This design comes from an exercise in tuning for small area, a short achievable clock period and few clock cycles on the open sky130 flow, not from production work. Where RTL was checked, it was by simulation tests only, not by an equivalence proof against the original. Power figures rest on the tool's default switching activity, not on a simulated workload.

== job 1134 ==
==> flow/design.v <==
module bubble_sort(
input clk,
input rst_n,
input [63:0] data,
input en,
output logic [7:0] data_o,
output logic [63:0] data_sort_o,
output logic wr_en,
output logic last
);
function automatic logic le8(input logic [7:0] x, input logic [7:0] y);
  logic [7:0] g, e;
  logic gt;
  g = x & ~y;
  e = ~(x ^ y);
  gt = 1'b0;
  for (int i = 0; i < 8; i++) begin
    logic t;
    t = g[i];
    for (int j = i + 1; j < 8; j++) t = t & e[j];
    gt = gt | t;
  end
  le8 = ~gt;
endfunction
logic [7:0] lo [4];      
logic [7:0] hi [4];      
logic [55:0] srt;        
logic [7:0] rem;         
logic [2:0] cnt;         
logic busy;
logic [7:0] pa [4], pb [4];
logic [3:0] ple;
always_comb
  for (int i = 0; i < 4; i++) begin
    pa[i] = data[16*i +: 8];
    pb[i] = data[16*i+8 +: 8];
    ple[i] = le8(pa[i], pb[i]);
  end
logic c [4][4];          
logic [3:0] win;
always_comb begin
  for (int i = 0; i < 4; i++)
    for (int j = 0; j < 4; j++)
      c[i][j] = le8(lo[i], lo[j]);
  for (int i = 0; i < 4; i++) begin
    win[i] = busy;
    for (int j = 0; j < 4; j++)
      if (j > i) win[i] = win[i] & c[i][j];
      else if (j < i) win[i] = win[i] & ~c[j][i];
  end
end
logic [7:0] m, rem_nxt;
always_comb begin
  m = 8'd0;
  rem_nxt = 8'hff;
  for (int i = 0; i < 4; i++) begin
    m = m | (lo[i] & {8{win[i]}});
    rem_nxt = rem_nxt & hi[i] & (lo[i] | {8{win[i]}});
  end
end
always_ff @(posedge clk) begin
  for (int i = 0; i < 4; i++)
    if (en) begin
      lo[i] <= ple[i] ? pa[i] : pb[i];
      hi[i] <= ple[i] ? pb[i] : pa[i];
    end else if (win[i]) begin
      lo[i] <= hi[i];
      hi[i] <= 8'hff;
    end
  if (busy) srt <= {srt[47:0], m};
  rem <= rem_nxt;
  cnt <= en ? 3'd0 : cnt + 3'd1;
end
always_ff @(posedge clk or negedge rst_n)
  if (!rst_n) begin
    busy  <= 1'b0;
    wr_en <= 1'b0;
    last  <= 1'b1;
  end else begin
    busy  <= en | (busy & (cnt != 3'd6));
    wr_en <= busy;
    last  <= ~(en | (busy & (cnt != 3'd6)));
  end
assign data_o = srt[7:0];
assign data_sort_o = {srt, rem};
endmodule
clock: 5.0 ns
lec_check: 0
cap_margin: 20
core_margin: 2
core_utilization: 60
cts_buf_list: sky130_fd_sc_hd__clkbuf_8
setup_slack_margin: 2.6
slew_margin: 20
tns_end_percent: 5
standard.sh (not shown) runs the stock make flow with config.mk's settings and CLKGATE_MAP_FILE= SYNTH_SCRIPT=/design/flow/synth_recipe.tcl, a recipe that flattens the netlist after the stock synthesis.
==> flow/flow/run.sh <==
#!/bin/bash
set -euo pipefail
export BUFFER_PORTS_ARGS="-buffer_cell sky130_fd_sc_hd__buf_1"
bash standard.sh > flow_standard.log 2>&1
[inputs] job 9096 vs job 1134
- SETUP_SLACK_MARGIN changed from 2.6 to 2.4
- CTS_BUF_LIST removed (was sky130_fd_sc_hd__clkbuf_8)
- CORE_UTILIZATION changed from 60 to 40
## What came out
Per the comparison of job 9096 with job 1134, number of cells in the design after placement higher; period utilization higher; die area higher; global-route wire length before repair lower. [job 9096 vs job 1134] routed length on met1: higher in job 9096.
### job 9096 -> job 6081
- a change of SETUP_SLACK_MARGIN from 2.4 to 2.0
[summary]
- Job 9096: all stages complete, timing, DRC and antenna checks passed
- Job 6081 has completed all stages; timing, DRC and antenna checks passed.
- Fraction of the yosys area taken by sequential cells came out exactly the same in job 6081 and job 9096.
- Higher via count goes to job 9096 over job 6081.
- Compared with job 9096, in job 6081 portion of total power attributed to combinational logic now smaller, number of violations reported at the end of detailed-routing iteration 0 now smaller, area added between synthesis and finish now smaller, final non-filler cell area now smaller, non-clock buffer share of cell area now smaller.
No run of this note included a check of the RTL's function; only the layout flow was run.

RTL: the design.v shown in full above, as it stands there.
export LEC_CHECK = 0
export CAP_MARGIN = 20
export CORE_MARGIN = 2
export CORE_UTILIZATION = 40
export SLEW_MARGIN = 20
create_clock -name core_clock -period 5.0 [get_ports {clk}]
Scripts as last shown in full above: flow/flow/run.sh
==> next run, changes <==
Settings changed: SETUP_SLACK_MARGIN from default to 2.8.
Result: Cell count grows by roughly a tenth; power grows by about a fifth; area after synthesis is unchanged; critical path depth grows by 3; via count grows by about a fifth.
No run of this note included a check of the RTL's function; only the layout flow was run.

Setup of build 56:
Another version of the RTL of bubble_sort (not shown whole).
Size: ~790 cells after synthesis, about 130 flip-flops, roughly 140 I/O pins.
export LEC_CHECK = 0
export ABC_AREA = 1
export CAP_MARGIN = 20
export CORE_MARGIN = 2
export CORE_UTILIZATION = 60
export CTS_BUF_LIST = sky130_fd_sc_hd__clkbuf_8
export SETUP_SLACK_MARGIN = 2.7
export SLEW_MARGIN = 20
export TNS_END_PERCENT = 25
create_clock -name core_clock -period 5.0 [get_ports {clk}]
==> flow/flow/run.sh <==
#!/bin/bash
set -euo pipefail
export BUFFER_PORTS_ARGS="-buffer_cell sky130_fd_sc_hd__buf_1"
export CTS_ARGS="-sink_clustering_enable -repair_clock_nets -dont_use_dummy_load -buf_list sky130_fd_sc_hd__clkbuf_8"
bash standard.sh > flow_standard.log 2>&1
Testbench counts of build 56, summed over its fixed seeds: cycles 12,800.
What build 72 does differently from build 56 at the input level:
Settings: a change of TNS_END_PERCENT from 25 to 10.
==> flow/flow/run.sh <==
#!/bin/bash
set -euo pipefail
export BUFFER_PORTS_ARGS="-buffer_cell sky130_fd_sc_hd__buf_1"
bash standard.sh > flow_standard.log 2>&1
Notes after the runs:
- Status | build 72 and build 56 | clean
- Against build 56 as the reference, build 72 delivers a higher global-route wire length before repair.
- Comparing build 56 with build 72, the share of the clock period used by the worst path came out essentially unchanged.
- Re total power: build 72 is 6.4% up on build 56.
- Compared with build 56, build 72 ends up with a larger final cell area.
What build 80 does differently from build 72 at the input level:
Settings: SETUP_SLACK_MARGIN now 3.0, was 2.7.
--- a/flow/flow/run.sh
+++ b/flow/flow/run.sh
@@ -3,2 +3,3 @@
 export BUFFER_PORTS_ARGS="-buffer_cell sky130_fd_sc_hd__buf_1"
+export CTS_ARGS="-sink_clustering_enable -repair_clock_nets -dont_use_dummy_load -buf_list sky130_fd_sc_hd__clkbuf_8"
 bash standard.sh > flow_standard.log 2>&1
Notes after the runs:
- Summary of the comparison: global-route wire length before repair is higher in build 80, relative to build 72.
- Changes observed in build 80 relative to build 72: pin count of the biggest net entering global routing lost 5, total global-route track usage higher, post-cts gate resize count increased by 85% relative to the old numbers, routed length on met3 climbed 19%.
- Going from build 72 to build 80, sequential power share saw an increase; maximum ir drop on the vdd rail saw a decrease.
- NOTE total number of nets in the final design build 72->build 80 increased slightly
- | global routing met2 resource utilization | build 80 vs build 72 | 2.6 points higher |
- When build 80 is measured against build 72, its power consumption turns out about 4% lower.
- Wire length: build 80 vs build 72, no meaningful difference
Modified inputs, build 79 compared to build 80
Settings: swapping 3.0 for 2.7 in SETUP_SLACK_MARGIN.
==> flow/flow/run.sh <==
#!/bin/bash
set -euo pipefail
export BUFFER_PORTS_ARGS="-buffer_cell sky130_fd_sc_hd__buf_1"
export CTS_ARGS="-sink_clustering_enable -repair_clock_nets -dont_use_dummy_load -buf_list sky130_fd_sc_hd__clkbuf_8 -sink_clustering_size 30 -sink_clustering_max_diameter 80"
bash standard.sh > flow_standard.log 2>&1
==> comparison <==
- Changes observed in build 79 relative to build 80: maximum clock frequency now sits higher; combinational share of power fell by 1.5 points; setup slack climbed 0.0099 ns.
- Between build 80 and build 79, met3 layer usage reported by global route increased.
### build 79 -> build 59
==> flow/flow/run.sh <==
#!/bin/bash
set -euo pipefail
export BUFFER_PORTS_ARGS="-buffer_cell sky130_fd_sc_hd__buf_1"
export CTS_ARGS="-sink_clustering_enable -repair_clock_nets -dont_use_dummy_load -buf_list sky130_fd_sc_hd__clkbuf_8"
bash standard.sh > flow_standard.log 2>&1
Notes after the runs:
- Build 79 | status: complete | timing, DRC, antenna: pass
- Every stage of the flow completed for build 59, and the final layout passed the timing, design-rule and antenna checks.
- Part of the power in the clock network across build 59 and build 79: no real change.
- Synthesized cell count delta (build 79 -> build 59): insignificant
- Reported for build 59 and build 79, total iterations of the first detailed-routing run turned out identical to the last digit.
- Xor-xnor portion of the synthesized cell area came out exactly the same in build 59 and build 79.
- Re distinct cell type count of the synthesized netlist: no difference whatsoever between build 59 and build 79.
- Diff build 59..build 79 | via count | unchanged
- Between build 79 and build 59, the combinational power figures differ only marginally.
Modified inputs, build 41 compared to build 59
Settings: TNS_END_PERCENT now 5, was 10; SETUP_SLACK_MARGIN now 2.6, was 2.7.
Findings:
- Having completed the whole flow, build 59 delivered a layout that passed the timing, design-rule and antenna checks.
- Build 41 was carried through to the last stage, and its layout satisfied the timing, design-rule and antenna checks.
- Worst hold-check slack: build 41 vs build 59 down 0.0046 ns
- Highest attainable clock frequency on build 41 is behind build 59.
- Multi-input combinational gate total: build 41 vs build 59 — no meaningful difference
- Per the comparison of build 41 with build 59, power share of the combinational group lost 1.4 points, total wire length after detailed routing lost 610 um, area of all placed cells without fillers lost 2.4%, data arrival time of the critical path picked up an extra 0.08 ns.
- From build 59 to build 41 the numbers moved as follows: length of routed wiring on met1 shrank by 2.3%, final standard cell utilization of the core shrank by 1.8 points, sequential area share after synthesis held steady, fraction of power consumed by the clock network grew by 0.3 points.

bubble_sort, a different RTL version from the one above (not shown whole).
Size in the first run: roughly 130 flip-flops, about 0.0072 mm² of cells after synthesis.
clock: 5.0 ns
lec_check: 0
cap_margin: 20
core_margin: 2
core_utilization: 40
setup_slack_margin: 2.5
slew_margin: 20
==> flow/flow/run.sh <==
#!/bin/bash
set -euo pipefail
export BUFFER_PORTS_ARGS="-buffer_cell sky130_fd_sc_hd__buf_1"
bash standard.sh > flow_standard.log 2>&1
The first run ran to the end with no violations.
Testbench counts at the start, summed over its fixed seeds: cycles 12,800.
Edit:
SETUP_SLACK_MARGIN = default   (was 2.5)
=> The new run completed without violations; count of clock-buffer cells in the layout came out lower by 3; non-clock buffer count drops by 76; worst hold slack hardly moves; area after synthesis is unchanged; die area does not change; flip-flop and latch count stays the same; routed wire length decreases by 9.4%; cell area falls by 13%; cell count went down by 7.6%; combinational power is lower by 29%; setup slack loses 0.36 ns.
Edit:
SETUP_SLACK_MARGIN = 1.5   (was default)
=> Cell area is unchanged; combinational power barely changes; critical path depth is unchanged; core utilization does not change; global-route usage is unchanged; non-clock buffer count is unchanged; hold slack does not change; total power stays the same; final cell count is unchanged; worst setup slack is unchanged.
Edit:
ABC_CLOCK_PERIOD_IN_PS = 1500   (was default)
SETUP_SLACK_MARGIN = 2.5   (was 1.5)
Clock skew is about the same.
Clock-buffer cell count came out higher by 3.
Cell count came out higher by 8.2%.
Total power came out higher by 8.7%.
Sequential share of layout area came out lower by 5.7 points.
Cell area came out higher by 14%.
First-iteration DRC count came out lower by 2.5%.
Register-to-register slack gains 0.46 ns.
Worst setup slack gains 0.36 ns.
Routed wire length came out higher by 10%.

== JK ==
Another version of the RTL of bubble_sort (not shown whole).
Size in the first run: roughly 700 cells after synthesis.
Settings: LEC_CHECK=0, CAP_MARGIN=20, CORE_MARGIN=2, CORE_UTILIZATION=60, CTS_BUF_LIST=sky130_fd_sc_hd__clkbuf_8, SETUP_SLACK_MARGIN=2.4, SLEW_MARGIN=20, TNS_END_PERCENT=5; clock period 5.0 ns.
Scripts as last shown in full above: flow/flow/run.sh
Per the final summary, JK finished and its layout is clean on timing, DRC and antenna.
[inputs] MS vs JK
-- flow/config.mk --
<<< JK, line 10
export CORE_UTILIZATION = 60
export CTS_BUF_LIST = sky130_fd_sc_hd__clkbuf_8
>>> MS, line 10
export CORE_UTILIZATION = 40
--- outcome ---
- JK has a lower number of resized instances in the post-cts repair step than MS.
- Compared with JK, in MS final worst-path setup slack +0.14 ns; CTS H-tree depth comparable.
Function was not checked in any run of this note: the RTL went through the layout flow alone.

Setup of rev 12:
Another version of the RTL of bubble_sort (not shown whole).
Size: about 590 cells after synthesis, about 150 flip-flops, about 140 I/O pins.
Settings: LEC_CHECK=0, ABC_CLOCK_PERIOD_IN_PS=2200, CAP_MARGIN=20, CORE_MARGIN=2, CORE_UTILIZATION=40, SETUP_SLACK_MARGIN=2.8, SLEW_MARGIN=20; clock period 5.0 ns.
run.sh (not shown) runs the stock make flow with config.mk's settings and CLKGATE_MAP_FILE= SYNTH_SCRIPT=/design/flow/synth_recipe.tcl, a recipe that flattens the netlist after the stock synthesis.
Stock flow here: none of the scripts above is used.
Testbench counts of rev 12, summed over its fixed seeds: cycles 12,800.
diff inputs: rev 12 => rev 13
Settings: ABC_CLOCK_PERIOD_IN_PS removed (was 2200); SETUP_SLACK_MARGIN removed (was 2.8).
==> flow/flow/run.sh (new file) <==
#!/bin/bash
set -euo pipefail
export BUFFER_PORTS_ARGS="-buffer_cell sky130_fd_sc_hd__buf_1"
bash standard.sh > flow_standard.log 2>&1
==> flow/standard.sh (new file) <==
#!/bin/bash
# synth_recipe.tcl (not shown) runs the flow's synth.tcl, then flattens the netlist and writes it again
# the make line also repeats each setting of config.mk as NAME=value (left out here)
make -C /OpenROAD-flow-scripts/flow DESIGN_CONFIG=/design/flow/config.mk WORK_HOME=/design/flow/orfs CLKGATE_MAP_FILE= SYNTH_SCRIPT=/design/flow/synth_recipe.tcl "${@:-finish}"
removed: flow/run.sh
## What came out
- For the leakage component of the power, rev 13 came in about 28% lower than rev 12 did.
- Per the comparison of rev 13 with rev 12, depth of the critical timing path with buffers and inverters included went down, post-CTS setup-driven buffer insertion count -58.
- Rev 13: number of global-route vias before repair is 623 lower than what rev 12 reported.
- Area overhead of the layout relative to synthesis in rev 13 is 33 points lower than in rev 12
- Taking rev 12 as the reference, in rev 13 register-to-register slack decreased 0.94 ns, combinational share of power has decreased, worst setup slack dropped 0.94 ns.
- Measured against rev 12, the length of routed wiring on met1 of rev 13 comes out at 0.892 times the reference value.
- Of rev 13 and rev 12, it is rev 13 that has the lower total power of the final layout.
- Sequential cell area delta (rev 12 -> rev 13): insignificant

the reference run:
RTL: one of the versions met above, not the one the previous note started from.
For scale: roughly 790 cells after synthesis, roughly 130 flip-flops, ~140 I/O pins.
==> flow/config.mk <==
export PLATFORM = sky130hd
export DESIGN_NAME = bubble_sort
export DESIGN_NICKNAME = bubble_sort
export VERILOG_FILES = /design/flow/design.v
export SDC_FILE = /design/flow/constraint.sdc
export NUM_CORES = 4
export LEC_CHECK = 0
export ABC_AREA = 1
export CAP_MARGIN = 20
export CORE_MARGIN = 2
export CORE_UTILIZATION = 60
export CTS_BUF_LIST = sky130_fd_sc_hd__clkbuf_8
export SETUP_SLACK_MARGIN = 2.55
export SLEW_MARGIN = 20
export TNS_END_PERCENT = 10
==> flow/constraint.sdc <==
create_clock -name core_clock -period 5.0 [get_ports {clk}]
set_input_delay 1.0000 -clock core_clock [delete_from_list [all_inputs] [get_ports {clk}]]
set_output_delay 1.0000 -clock core_clock [all_outputs]
set_load 0.01 [all_outputs]
standard.sh (not shown) runs the stock make flow with config.mk's settings and CLKGATE_MAP_FILE= SYNTH_SCRIPT=/design/flow/synth_recipe.tcl, a recipe that flattens the netlist after the stock synthesis.
==> flow/flow/run.sh <==
#!/bin/bash
set -euo pipefail
export BUFFER_PORTS_ARGS="-buffer_cell sky130_fd_sc_hd__buf_1"
export CTS_ARGS="-sink_clustering_enable -repair_clock_nets -dont_use_dummy_load -buf_list sky130_fd_sc_hd__clkbuf_8"
bash standard.sh > flow_standard.log 2>&1
The reference run: done, clean on timing, DRC and antenna
Testbench counts of the reference run, summed over its fixed seeds: cycles 12,800.
Inputs modified between the reference run and the trial run:
# the reference run
export LEC_CHECK = 0
export ABC_AREA = 1
export CAP_MARGIN = 20
export CORE_MARGIN = 2
export CORE_UTILIZATION = 60
export CTS_BUF_LIST = sky130_fd_sc_hd__clkbuf_8
export SETUP_SLACK_MARGIN = 2.55
export SLEW_MARGIN = 20
export TNS_END_PERCENT = 10
create_clock -name core_clock -period 5.0 [get_ports {clk}]
# the trial run
export LEC_CHECK = 0
export ABC_AREA = 1
export CAP_MARGIN = 20
export CORE_MARGIN = 2
export CORE_UTILIZATION = 60
export CTS_BUF_LIST = sky130_fd_sc_hd__clkbuf_8
export SETUP_SLACK_MARGIN = 2.4
export SLEW_MARGIN = 20
export TNS_END_PERCENT = 5
create_clock -name core_clock -period 5.0 [get_ports {clk}]
==> flow/flow/run.sh <==
#!/bin/bash
set -euo pipefail
export BUFFER_PORTS_ARGS="-buffer_cell sky130_fd_sc_hd__buf_1"
bash standard.sh > flow_standard.log 2>&1
Results
The via count reported for the trial run is lower than the one for the reference run. Diff the reference run -> the trial run | clock-cell share of area | increase of 1.9 points. The routed length per instance in the trial run sits about 5% below the value recorded for the reference run. met3 wire length shrinks by more than 10% when moving from the reference run to the trial run.

-- afterwards: timing with drivers on the ports --
The results above use ideal ports. As a check the final layouts listed here were re-extracted and re-timed, cells and wires unchanged. Step 1 assumes that a clkbuf_16 drives the clock port and a buf_2 every other input. Step 2 adds t to the input delays and takes it off the output delays; t is the mean of the earliest and latest rising clock arrival at the registers after step 1. Input paths then give back, and output paths get back, about the clock's delay inside the block. Slacks: no drivers / after step 1 / after step 2; pairs: no drivers / after step 1.
run	t (ns)	setup slack, ns	worst setup path at the end	worst slew at a driven data input, ns
job 1134	0.480	2.453 / 2.453 / 2.043	input to register	0.05
job 9096	0.454	2.342 / 2.342 / 1.944	input to register	0.04
job 6081	0.453	2.081 / 2.081 / 1.805	input to register	0.04
the first run of note 2	0.453	1.763 / 1.763 / 1.498	input to register	0.04
the second run of note 2	0.462	2.382 / 2.382 / 2.089	input to register	0.07
build 56	0.465	2.570 / 2.533 / 2.377	input to register	0.04
build 72	0.479	2.572 / 2.534 / 2.203	input to register	0.04
build 80	0.458	2.576 / 2.539 / 2.336	input to register	0.03
build 79	0.467	2.586 / 2.550 / 2.334	input to register	0.04
build 59	0.467	2.586 / 2.550 / 2.334	input to register	0.04
build 41	0.471	2.513 / 2.476 / 2.093	input to register	0.04
the first run of note 4	0.458	2.121 / 2.128 / 1.670	input to register	0.06
the second run of note 4	0.453	1.763 / 1.783 / 1.330	input to register	0.05
the third run of note 4	0.453	1.763 / 1.783 / 1.330	input to register	0.05
the fourth run of note 4	0.458	2.121 / 2.128 / 1.670	input to register	0.06
JK	0.486	2.215 / 2.231 / 1.745	input to register	0.05
MS	0.460	2.354 / 2.374 / 1.915	input to register	0.03
rev 12	0.477	1.553 / 1.553 / 1.400	input to register	0.04
rev 13	0.469	0.617 / 0.617 / 0.617	register to register	0.03
the reference run	0.469	2.512 / 2.476 / 2.102	input to register	0.04
the trial run	0.468	2.331 / 2.292 / 2.070	input to register	0.05
After both steps setup and hold are still met in every run listed. For JK, which loses most, drivers alone change the setup slack by +0.016 ns; drivers and shift together by -0.470 ns.
